Source: an optimization exercise on an open RTL-to-GDS flow (aim: small area, a short achievable clock period and few clock cycles per item). Production flows keep margins and buffers that such runs may drop.
The RTL was checked by simulation tests, not by an equivalence proof against the original design.

===== config.mk =====
export PLATFORM = sky130hd
export DESIGN_NAME = CPU_factorial
export DESIGN_NICKNAME = CPU_factorial
export VERILOG_FILES = /design/flow/design.v
export SDC_FILE = /design/flow/constraint.sdc
export NUM_CORES = 4
export LEC_CHECK = 0
export CAP_MARGIN = 20
export CORE_AREA = 5 5 165 165
export DIE_AREA = 0 0 170 170
export SLEW_MARGIN = 20

===== constraint.sdc =====
create_clock -name core_clock -period 5.5 [get_ports {clk}]
set_input_delay 1.1000 -clock core_clock [delete_from_list [all_inputs] [get_ports {clk}]]
set_output_delay 1.1000 -clock core_clock [all_outputs]
set_load 0.01 [all_outputs]

===== design.v =====
`timescale 1ns / 1ps
module ALU(
    input [7:0] ALUinA,
    input [7:0] ALUinB,
    input [1:0] InsSel,
    output [7:0] ALUout,
    output CO,
    output Z
    );
    wire [7:0] w1,w2,w3,w4;
    wire addcout;
    wire shiftr0;
    wire [7:0] out;
    AND gate1(ALUinA,ALUinB,w1);
    XOR gate2(ALUinA,ALUinB,w2);
    ADD gate3(ALUinA,ALUinB,addcout,w3);
    Circular_Left_Shift gate4(ALUinA,shiftr0,w4);
    MUX2 mux1(w1,w2,w3,w4,InsSel,ALUout);
    MUX2 mux2(8'd0,8'd0,addcout,shiftr0,InsSel,CO);
    Zero_Comparator gate5(ALUout,Z);
endmodule
module AND(
    input [7:0] a,
    input [7:0] b,  
    output [7:0] r   
    );
    assign r = a & b;
endmodule
module XOR(
    input [7:0] a,
    input [7:0] b,  
    output [7:0] r   
    );
    assign r = a ^ b;   
endmodule
module ADD(
    input [7:0] a,
    input [7:0] b,
    output cout,  
    output [7:0] r
    );
    wire [8:0]tmp;
    assign tmp = a + b;  
    assign r = tmp [7:0];  
    assign cout  = tmp [8];
endmodule
module Circular_Left_Shift(
    input [7:0] a, 
    output r0,
    output [7:0] r
    );
    assign r = {a[6:0], a[7]};
    assign r0 = r[0];
endmodule
module Zero_Comparator(
    input [7:0] a,
    output reg z   
    );
    always @(*)
    begin
        if(a == 0)
        begin
            z <= 1'b1;
        end
        else
        begin
            z <= 1'b0;
        end 
    end
endmodule
module MUX2(
    input [7:0] a,
    input [7:0] b,
    input [7:0] c,
    input [7:0] d,
    input [1:0] s,
    output reg [7:0] r
    );
    always @(*)
    begin
        if(s == 2'b00)
        begin
            r <= a;
        end
        else if(s == 2'b01)
        begin
            r <= b;
        end
        else if(s == 2'b10)
        begin
            r <= c;
        end
        else
        begin
            r <= d;
        end                 
    end
endmodule
`timescale 1ns / 1ps
module RB(
    input [7:0] InA,
    input [7:0] InB,
    input [7:0] CUconst,
    input [7:0] ALUout,
    input [2:0] InMuxAdd,
    input WE,
    input [3:0] RegAdd,
    output [7:0] Out,
    output [7:0] ALUinA,
    output [7:0] ALUinB,
    input [3:0] OutMuxAdd,
    input clk,
    input reset
    );
    wire [7:0] RegOut;
    wire [7:0] RegIn;
    wire [15:0] En;
    wire [7:0] Rout0;
    wire [7:0] Rout1;
    wire [7:0] Rout2;
    wire [7:0] Rout3;
    wire [7:0] Rout4;
    wire [7:0] Rout5;
    wire [7:0] Rout6;
    wire [7:0] Rout7;
    wire [7:0] Rout8;
    wire [7:0] Rout9;
    wire [7:0] Rout10;
    wire [7:0] Rout11;
    wire [7:0] Rout12;
    wire [7:0] Rout13;
    wire [7:0] Rout14;
    wire [7:0] Rout15;
    MUX3 mux1(InA,InB,CUconst,ALUout,RegOut,RegOut,RegOut,RegOut,InMuxAdd,RegIn);
    Decoder decoder1(RegAdd,WE,En);
    Register Register0(RegIn,En[0],clk,reset,Rout0);
    Register Register1(RegIn,En[1],clk,reset,Rout1);
    Register Register2(RegIn,En[2],clk,reset,Rout2);
    Register Register3(RegIn,En[3],clk,reset,Rout3);
    Register Register4(RegIn,En[4],clk,reset,Rout4);
    Register Register5(RegIn,En[5],clk,reset,Rout5);
    Register Register6(RegIn,En[6],clk,reset,Rout6);
    Register Register7(RegIn,En[7],clk,reset,Rout7);
    Register Register8(RegIn,En[8],clk,reset,Rout8);
    Register Register9(RegIn,En[9],clk,reset,Rout9);
    Register Register10(RegIn,En[10],clk,reset,Rout10);
    Register Register11(RegIn,En[11],clk,reset,Rout11);
    Register Register12(RegIn,En[12],clk,reset,Rout12);
    Register Register13(RegIn,En[13],clk,reset,Rout13);
    Register Register14(RegIn,En[14],clk,reset,Rout14);
    Register Register15(RegIn,En[15],clk,reset,Rout15);
    MUX4 mux2(Rout0,Rout1,Rout2,Rout3,Rout4,Rout5,Rout6,Rout7,Rout8,Rout9,Rout10,Rout11,Rout12,Rout13,Rout14,Rout15,OutMuxAdd,RegOut);
    assign Out = Rout0;
    assign ALUinA = Rout1;
    assign ALUinB = Rout2;
endmodule
module MUX3(
    input [7:0] i0,
    input [7:0] i1,
    input [7:0] i2,
    input [7:0] i3,
    input [7:0] i4,
    input [7:0] i5,
    input [7:0] i6,
    input [7:0] i7,
    input [2:0] s,
    output reg [7:0] r
    );
    always @(*)
    begin
        if(s == 3'b000)
        begin
            r <= i0;
        end
        else if(s == 3'b001)
        begin
            r <= i1;
        end
        else if(s == 3'b010)
        begin
            r <= i2;
        end
        else if(s == 3'b011)
        begin
            r <= i3;
        end 
        else if(s == 3'b100)
        begin
            r <= i4;
        end
        else if(s == 3'b101)
        begin
            r <= i5;
        end
        else if(s == 3'b110)
        begin
            r <= i6;
        end
        else
        begin
            r <= i7;
        end                 
    end
endmodule
module MUX4(
    input [7:0] i0,
    input [7:0] i1,
    input [7:0] i2,
    input [7:0] i3,
    input [7:0] i4,
    input [7:0] i5,
    input [7:0] i6,
    input [7:0] i7,
    input [7:0] i8,
    input [7:0] i9,
    input [7:0] i10,
    input [7:0] i11,
    input [7:0] i12,
    input [7:0] i13,
    input [7:0] i14,
    input [7:0] i15,
    input [3:0] s,
    output reg [7:0] r
    );
    always @(*)
    begin
        if(s == 4'b0000)
        begin
            r <= i0;
        end
        else if(s == 4'b0001)
        begin
            r <= i1;
        end
        else if(s == 4'b0010)
        begin
            r <= i2;
        end
        else if(s == 4'b0011)
        begin
            r <= i3;
        end 
        else if(s == 4'b0100)
        begin
            r <= i4;
        end
        else if(s == 4'b0101)
        begin
            r <= i5;
        end
        else if(s == 4'b0110)
        begin
            r <= i6;
        end
        else if(s == 4'b0111)
        begin
            r <= i7;
        end 
        else if(s == 4'b1000)
        begin
            r <= i8;
        end
        else if(s == 4'b1001)
        begin
            r <= i9;
        end
        else if(s == 4'b1010)
        begin
            r <= i10;
        end
        else if(s == 4'b1011)
        begin
            r <= i11;
        end 
        else if(s == 4'b1100)
        begin
            r <= i12;
        end
        else if(s == 4'b1101)
        begin
            r <= i13;
        end
        else if(s == 4'b1110)
        begin
            r <= i14;
        end
        else
        begin
            r <= i15;
        end                 
    end
endmodule
module Decoder(
    input [3:0] i,
    input WE,
    output reg [15:0] o
    );
    always @(*)
    begin
        if (WE ==0)
        begin
            o <= 16'b0;
        end 
        else
        begin
            if(i == 4'b0000)
            begin
                o <= 16'b0000000000000001;
            end
            else if(i == 4'b0001)
            begin
                o <= 16'b0000000000000010;
            end
            else if(i == 4'b0010)
            begin
                o <= 16'b0000000000000100;
            end
            else if(i == 4'b0011)
            begin
                o <= 16'b0000000000001000;
            end
            else if(i == 4'b0100)
            begin
                o <= 16'b0000000000010000;
            end
            else if(i == 4'b0101)
            begin
                o <= 16'b0000000000100000;
            end
            else if(i == 4'b0110)
            begin
                o <= 16'b0000000001000000;
            end
            else if(i == 4'b0111)
            begin
                o <= 16'b0000000010000000;
            end
            else if(i == 4'b1000)
            begin
                o <= 16'b0000000100000000;
            end
            else if(i == 4'b1001)
            begin
                o <= 16'b0000001000000000;
            end
            else if(i == 4'b1010)
            begin
                o <= 16'b0000010000000000;
            end 
            else if(i == 4'b1011)
            begin
                o <= 16'b0000100000000000;
            end
            else if(i == 4'b1100)
            begin
                o <= 16'b0001000000000000;
            end
            else if(i == 4'b1101)
            begin
                o <= 16'b0010000000000000;
            end
            else if(i == 4'b1110)
            begin
                o <= 16'b0100000000000000;
            end
            else
            begin
                o <= 16'b1000000000000000;
            end                                             
        end
    end
endmodule
module Register(
    input [7:0] Rin,
    input En,
    input clk,
    input reset,
    output [7:0] Rout
    );
    reg [7:0] temp;
    always @(posedge clk or posedge reset)
    begin
        if(reset)
        begin
            temp <= 8'b0;
        end
        else if(En)
        begin
            temp <= Rin;            
        end
    end
    assign Rout = temp;
endmodule
`timescale 1ns / 1ps
module CU(
    input clk,
    input reset,
    input Start,
    output reg Busy,
    output reg [1:0] InsSel,
    input CO,
    input Z,
    output reg WE,
    output reg [3:0] RegAdd,
    output reg [3:0] OutMuxAdd,
    output reg [2:0] InMuxAdd,
    output reg [7:0] CUconst
    );
    reg [5:0] current_state, state_next;
    localparam INIT = 5'd0,
        S1 = 5'd1,
        S2 = 5'd2,
        S3 = 5'd3,
        S4 = 5'd4,
        S5 = 5'd5,
        S6 = 5'd6,
        S7 = 5'd7,
        S8 = 5'd8,
        S9 = 5'd9,
        S10 = 5'd10,
        S11 = 5'd11,
        S12 = 5'd12,
        S13 = 5'd13,
        S14 = 5'd14,
        S15 = 5'd15,
        S16 = 5'd16,
        S17 = 5'd17,
        S18 = 5'd18,
        S19 = 5'd19,
        S20 = 5'd20,
        S21 = 5'd21,
        S22 = 5'd22,
        S23 = 5'd23,
        S24 = 5'd24;
    reg Busy_q;
    reg [1:0] InsSel_q;
    reg WE_q;
    reg [3:0] RegAdd_q;
    reg [3:0] OutMuxAdd_q;
    reg [2:0] InMuxAdd_q;
    reg [7:0] CUconst_q;
    always@(posedge clk, posedge reset)
    begin
        if(reset)
        begin
            Busy_q<=1'b0;
            InsSel_q<=2'd1;
            WE_q<=1'b1;
            RegAdd_q<=4'd2;
            OutMuxAdd_q<=4'd0;
            InMuxAdd_q<=3'd2;
            CUconst_q<=8'b1111_1111;
        end
        else
        begin
            Busy_q<=Busy;
            InsSel_q<=InsSel;
            WE_q<=WE;
            RegAdd_q<=RegAdd;
            OutMuxAdd_q<=OutMuxAdd;
            InMuxAdd_q<=InMuxAdd;
            CUconst_q<=CUconst;
        end
    end
    always@(posedge clk, posedge reset)
    begin
        if(reset)
            current_state<=INIT;
        else
            current_state<=state_next;
    end 
    always@(*)
    begin
        state_next<=current_state;
        Busy<=Busy_q;
        InsSel<=InsSel_q;
        WE<=WE_q;
        RegAdd<=RegAdd_q;
        OutMuxAdd<=OutMuxAdd_q;
        InMuxAdd<=InMuxAdd_q;
        CUconst<=CUconst_q;
        case(current_state)
            INIT: begin
                InMuxAdd<=3'd2;
                OutMuxAdd<=4'd0;
                RegAdd<=4'd2;  
                WE<=1;
                CUconst<=8'b1111_1111; 
                Busy<=0;
                InsSel<=2'd1;
                if(Start)
                    state_next<=S1; 
                else
                    state_next<=INIT;
            end
            S1:begin
                InMuxAdd<=3'd0;
                RegAdd<=4'd1;
                WE<=1;
                Busy<=1;
                state_next<=S2;
            end
            S2:begin
                OutMuxAdd<=4'd1;
                InMuxAdd<=3'd4;
                RegAdd<=4'd3;
                WE<=1;
                Busy<=1;
                InsSel<=2'd2;
                if(Z==0)                                         
                      state_next<=S3;
                else
                      state_next<=S24;                       
            end
            S3:begin
                InMuxAdd<=3'd3;
                RegAdd<=4'd1;
                WE<=1;
                Busy<=1;
                state_next<=S4;               
            end
            S4:begin
                if(Z==0)
                    state_next<=S5; 
                else                        
                    state_next<=S24;                                
            end
            S5:begin
                OutMuxAdd<=4'd1;
                InMuxAdd<=3'd4;
                RegAdd<=4'd4;
                WE<=1;
                Busy<=1;
                state_next<=S6;
            end
            S6:begin
                WE<=0;
                OutMuxAdd<=4'd3;                    
                InMuxAdd<=3'd4;
                RegAdd<=4'd1; 
                WE<=1;
                Busy<=1;
                state_next<=S7;
            end
            S7:begin                    
                OutMuxAdd<=4'd3;
                InMuxAdd<=3'd4;
                RegAdd<=4'd2;
                WE<=1;
                Busy<=1;
                InsSel<=2'd2;
                state_next<=S8;
            end   
            S8:begin                    
                InMuxAdd<=3'd3;
                RegAdd<=4'd15; 
                WE<=1;
                Busy<=1;                                                  
                state_next<=S9;
            end   
            S9:begin
                OutMuxAdd<=4'd4;
                InMuxAdd<=3'd4;
                RegAdd<=4'd1; 
                WE<=1;
                Busy<=1;              
                state_next<=S10;
            end 
            S10: begin
                InMuxAdd<=3'd2;
                RegAdd<=4'd2; 
                WE<=1;
                Busy<=1;
                InsSel<=2'd2;
                state_next<=S11;
            end 
            S11:begin
                if(Z==0)
                    state_next<=S12;         
                else
                    state_next<=S23;  
            end
            S12:begin
                InMuxAdd<=3'd3;
                RegAdd<=4'd4;  
                WE<=1;
                Busy<=1;                              
                state_next<=S13;
            end
            S13:begin
                OutMuxAdd<=4'd15;
                InMuxAdd<=3'd4;
                RegAdd<=4'd1;   
                WE<=1;
                Busy<=1;    
                state_next<=S14;
            end
            S14:begin                
                OutMuxAdd<=4'd3;
                InMuxAdd<=3'd4;
                RegAdd<=4'd2; 
                WE<=1;
                Busy<=1; 
                InsSel<=2'd2;             
                state_next<=S15;
            end  
            S15: begin
                InMuxAdd<=3'd3;
                RegAdd<=4'd15; 
                Busy<=1;
                WE<=1;
                InsSel<=2'd2;
                state_next<=S16;      
            end  
            S16: begin
                OutMuxAdd<=4'd4;
                InMuxAdd<=3'd4;
                RegAdd<=4'd1; 
                WE<=1;
                Busy<=1;                                                  
                state_next<=S17;
            end 
            S17:begin      
                InMuxAdd<=3'd2;
                RegAdd<=4'd2; 
                WE<=1;
                Busy<=1;
                InsSel<=2'd2;              
                state_next<=S18;
            end   
            S18:begin
                if(Z==1)
                    state_next<=S19;                 
                else
                    state_next<=S22;    
            end
            S19: begin
                OutMuxAdd<=4'd15;
                InMuxAdd<=3'd4;
                RegAdd<=4'd1; 
                WE<=1;
                Busy<=1;
                state_next<=S20;
            end     
            S20: begin   
                InMuxAdd<=3'd4;
                RegAdd<=4'd2; 
                WE<=1;
                Busy<=1;   
                InsSel<=2'd2; 
                state_next<=S21;
            end
            S21: begin  
                InMuxAdd<=3'd3;
                RegAdd<=4'd0;
                WE<=1;
                Busy<=1;
                state_next<=INIT; 
            end
            S22: begin
                CUconst <= 120;                               
                InMuxAdd<=3'd2;
                RegAdd<=4'd0; 
                WE<=1;
                Busy<=1;
                state_next<=INIT;      
            end
            S23: begin
                OutMuxAdd<=4'd15;
                InMuxAdd<=3'd4;
                RegAdd<=4'd0;                 
                WE<=1;          
                Busy<=1;                                                  
                state_next<=INIT;
            end 
            S24:begin
                OutMuxAdd<=4'd3;
                InMuxAdd<=3'd4; 
                RegAdd<=4'd0;
                WE<=1;
                Busy<=1;
                state_next<=INIT;
            end    
        endcase
    end         
endmodule
`timescale 1ns / 1ps
module CPU_factorial(
    input [7:0] InA,
    input [7:0] InB,
    input clk,
    input reset,
    input start,
    output busy,
    output [7:0] Out
    );
    wire [7:0] CUconst;
    wire [7:0] ALUout;
    wire [2:0] InMuxAdd;
    wire WE;
    wire [3:0] RegAdd;
    wire [7:0] ALUinA;
    wire [7:0] ALUinB;
    wire [3:0] OutMuxAdd;
    wire CO;
    wire Z;  
    wire [1:0] InsSel;  
    CU cu(clk,reset,start,busy,InsSel,CO,Z,WE,RegAdd,OutMuxAdd,InMuxAdd,CUconst);
    ALU alu(ALUinA,ALUinB,InsSel,ALUout,CO,Z);
    RB rb(InA,InB,CUconst,ALUout,InMuxAdd,WE,RegAdd,Out,ALUinA,ALUinB,OutMuxAdd,clk,reset);
endmodule

===== run.sh =====
#!/bin/bash
# synth_recipe.tcl (not shown) runs the flow's synth.tcl, then flattens the netlist and writes it again
# the make line also repeats each setting of config.mk as NAME=value (left out here)
make -C /OpenROAD-flow-scripts/flow DESIGN_CONFIG=/design/flow/config.mk WORK_HOME=/design/flow/orfs CLKGATE_MAP_FILE= SYNTH_SCRIPT=/design/flow/synth_recipe.tcl finish

==> flow_metrics.env <==
export IMPL_status="complete, no violations"
export IMPL_routed_via_density=6.26
export IMPL_startpoint="cu.current_state[3]"
export IMPL_syn_inst=1031
export IMPL_wl_um=31900
export IMPL_synth_area_mm2=0.00998
export IMPL_cp_endpoint="rb.Register12.temp[0]"
export IMPL_wire_per_inst_um=22.8
export IMPL_hold_violations=0
export IMPL_cts_sinks=156
export IMPL_route_detailed_drc=0
export IMPL_cap_viol_max_count=0
export IMPL_grt_pass1_vias=8352
export IMPL_area_growth_pct=12.5
export IMPL_slew_viol_final=0
export IMPL_worstPathMaxFanout=29
export IMPL_ctsResizeCount=0
export IMPL_ant_nets=0
export IMPL_critPathKind="reg2reg"
export IMPL_cp_slowest_stage_delay_ps=1010
export IMPL_port_buffers=27
export IMPL_synth_ff_type="dfrtp_1"
export IMPL_ctsHoldBuffers=0
export IMPL_utilization=0.446
export IMPL_tns_ps=0
export IMPL_tightest_slew_ps=1020
export IMPL_slew_headroom=0.320
export IMPL_worstSetupStartpointType="register"
export IMPL_grt_max_degree=109
export IMPL_worstPathCellList="and2b_1 > or3_1 > a31oi_1 > a211oi_2 > inv_1 > nor3_1 > nor4_1 > nand3_1 > o221ai_2 > mux2_2"
export IMPL_clock_fmax_mhz=219
export IMPL_synth_async_sr_flop_share=1.00
export IMPL_clock_skew_ps=18.4
export IMPL_critPathRequiredTime_ps=5820
export IMPL_worstSkewPairLatency_ps=440
export IMPL_dpl_cell_area_mm2=0.0106
export IMPL_overflow=0
export IMPL_ys_types=103
export IMPL_ys_seq_elements=156
export IMPL_final_common_cell="dfrtp_1"
export IMPL_reg2reg_depth=10
export IMPL_initial_core_util=0.396
export IMPL_place_hpwl_um=22500
export IMPL_coreArea_mm2=0.0252
export IMPL_r2r_end="rb.Register12.temp[0]"
export IMPL_htreeDepth=4
export IMPL_yosysSeqAreaShare=0.393
export IMPL_die_w_um=170
export IMPL_fin_area_mm2=0.0112
export IMPL_setup_viol=0
export IMPL_dr_pass1_iters=6
export IMPL_cts_setup_buffers=0
export IMPL_ys_warn_count=10
export IMPL_r2r_slack_ps=930
export IMPL_antenna_found_initial=1
export IMPL_critPathSlowestCell="dfrtp_1"
export IMPL_worstHoldPathType="reg2reg"
export IMPL_grtUsageTotal=0.218
export IMPL_post_route_min_period_ps=4570
export IMPL_arrival_ps=4890
export IMPL_synth_edff_count=0
export IMPL_clockBufferDepth=2
export IMPL_reg2reg_from="cu.current_state[3]"
export IMPL_drive_gt1_frac=0.207
export IMPL_drt_iter0_markers=943
export IMPL_root_buffer="clkbuf_16"
export IMPL_holdWs_ps=491
export IMPL_crit_path_end_kind="register"
export IMPL_numCtsBuffers=17
export IMPL_min_period_over_period=0.831
export IMPL_rsz0062_at_grt="no"
export IMPL_grt_pass1_wl_um=49800
export IMPL_fin_nets=1084
export IMPL_cts_tree="built"
export IMPL_io_pins=28
export IMPL_via_count=8760
export IMPL_place_congestion=0.902
export IMPL_die_area_mm2=0.0289
export IMPL_clkTransAtPathRegs_ps=70
export IMPL_layout_common_cells="142 x dfrtp_1, 76 x nand2_1, 74 x nor2_1"
export IMPL_syn_avg_cell_area_um2=9.68
export IMPL_die_height_um=170
export IMPL_core_rowCount=58
export IMPL_syn_nets=1059
export IMPL_antenna_cells=0
-- through the flow --
stage / instances / setup slack, ps
after floorplan: 1031 / 213
after global placement: 1367 / 1030
after detailed placement: 1367 / 940
after CTS: 1399 / 896
after global routing: 1399 / 703
final: 1399 / 931
-- state kept, by name, summed over array words and instances (netlist names) --
| name | count |
|---|---|
| rb.Register2.temp | 8 |
| rb.Register4.temp | 8 |
| rb.Register6.temp | 8 |
| rb.Register10.temp | 8 |
| rb.Register3.temp | 8 |
| rb.Register11.temp | 8 |
| cu.WE_q | 1 |
| cu.OutMuxAdd_q | 4 |
| rb.Register1.temp | 8 |
| rb.Register5.temp | 8 |
| rb.Register8.temp | 8 |
| rb.Register13.temp | 8 |
| rb.Register7.temp | 8 |
| rb.Register14.temp | 8 |
| rb.Register0.temp | 8 |
| cu.Busy_q | 1 |
| rb.Register12.temp | 8 |
| cu.CUconst_q | 8 |
| cu.InMuxAdd_q | 3 |
| rb.Register9.temp | 8 |
| cu.InsSel_q | 2 |
| rb.Register15.temp | 8 |
| cu.RegAdd_q | 4 |
| cu.current_state | 5 |
-- critical path, delay by kind of cell, from the launching register on --
| family | cells | cell delay (ps) |
|---|---|---|
| AO/OA/AOI/OAI | 3 | 1200 |
| AND/OR/NAND/NOR | 5 | 1420 |
| flip-flops | 1 | 1010 |
| buffers and inverters | 1 | 420 |
| multiplexers | 1 | 380 |
-- cell families (layout without fill, tap and decap cells) --
logic type,count (synthesis),after routing,synth area share
AO/OA/AOI/OAI,346,346,0.259
AND/OR/NAND/NOR,303,303,0.158
flip-flops,156,156,0.393
multiplexers,114,114,0.123
buffers and inverters,98,136,0.0507
adder cells (fa/ha/maj),9,9,0.0120
XOR/XNOR,5,5,0.00439
-- how the worst min path moves through the flow --
stage / cells after the start / to / slack (ps) / start
2_1_floorplan: 2 / rb.Register12.temp[5] / 440 / rb.Register12.temp[5]
3_3_place_gp: 2 / rb.Register6.temp[5] / 470 / rb.Register6.temp[5]
3_5_place_dp: 2 / rb.Register10.temp[5] / 480 / rb.Register10.temp[5]
4_1_cts: 2 / rb.Register6.temp[5] / 490 / rb.Register6.temp[5]
5_1_grt: 1 / rb.Register9.temp[4] / 520 / rb.Register9.temp[4]
6_report: 2 / rb.Register6.temp[5] / 490 / rb.Register6.temp[5]
-- cell usage after synthesis (5+ instances only) --
cell type  instances  area [um^2]
a221o_1            6         60.1
o21ai_1           18         90.1
buf_2             34          170
a31o_2             5         43.8
mux2_2            69          777
o21ai_0           49          245
a31oi_1           43          269
nand2_1           76          285
and3_1             7         43.8
nor3b_1            5         37.5
o2111a_1           5         56.3
o2111ai_1          7         61.3
nor4_1             7         43.8
nor2b_1            9         56.3
a211o_1            5         43.8
mux2i_1           45          450
o31ai_1           14          105
or2_2              6         37.5
a22oi_1            7         52.6
a32oi_1           11         96.3
buf_4              9         67.6
clkbuf_1          14         52.6
dfstp_2           12          315
ha_1               8          100
o21a_1             7         52.6
o211ai_1           9         67.6
a211oi_1          19          143
o41ai_1           11         96.3
a221oi_1           8         70.1
nand3_1           28          140
a21oi_1           41          205
nand2b_1          19          119
o221ai_1           5         43.8
o22ai_1           12         75.1
nor2_1            74          278
buf_6              8         90.1
inv_1             24         90.1
nand4_1            5         31.3
nor2_2            13         81.3
dfrtp_1          144         3600
a21o_1             7         52.6
nor3_1            19         95.1
-- metal layers --
layer	global-route usage	vias up	share of wire
met5	0	-	0.00022
met3	0.0451	56	0.067
met1	0.314	4337	0.46
li1	-	4014	-
met2	0.330	351	0.44
met4	0.0715	2	0.026
-- final cells by class --
type,count,area (um^2)
fill,2398,14000
multi-input combinational,777,5560
sequential,156,3920
timing repair buffer,75,643
clock buffer,19,443
tap,330,413
clock inverter,13,125
inverter,29,116
Testbench counts, summed over its fixed seeds: cycles 31,575, items 2,400.

[re-timing with driven ports]
The flow's constraints put no driver on any port. The routed layout listed below was extracted and timed again, unchanged, in two steps. Step 1: set_driving_cell puts a clkbuf_16 on clk and a buf_2 on each other input, an assumption about the parent block. Step 2 also shifts input and output timing later by t, the mid clock arrival at the registers, as if the neighbouring blocks saw the same clock. Three values: no drivers, after step 1, after step 2; two values: the first two.
shift t [ns]: 0.481
setup WS [ns]: 0.931 / 0.931 / 0.931
worst setup path after step 2: register to register
latest minus earliest clock arrival (ns): 0.019 / 0.018
worst data-port slew with drivers (ns): 0.04
After both steps setup and hold are still met in this run. The setup slack of this run moves by 0.000 ns with the drivers and by 0.000 ns with both steps.
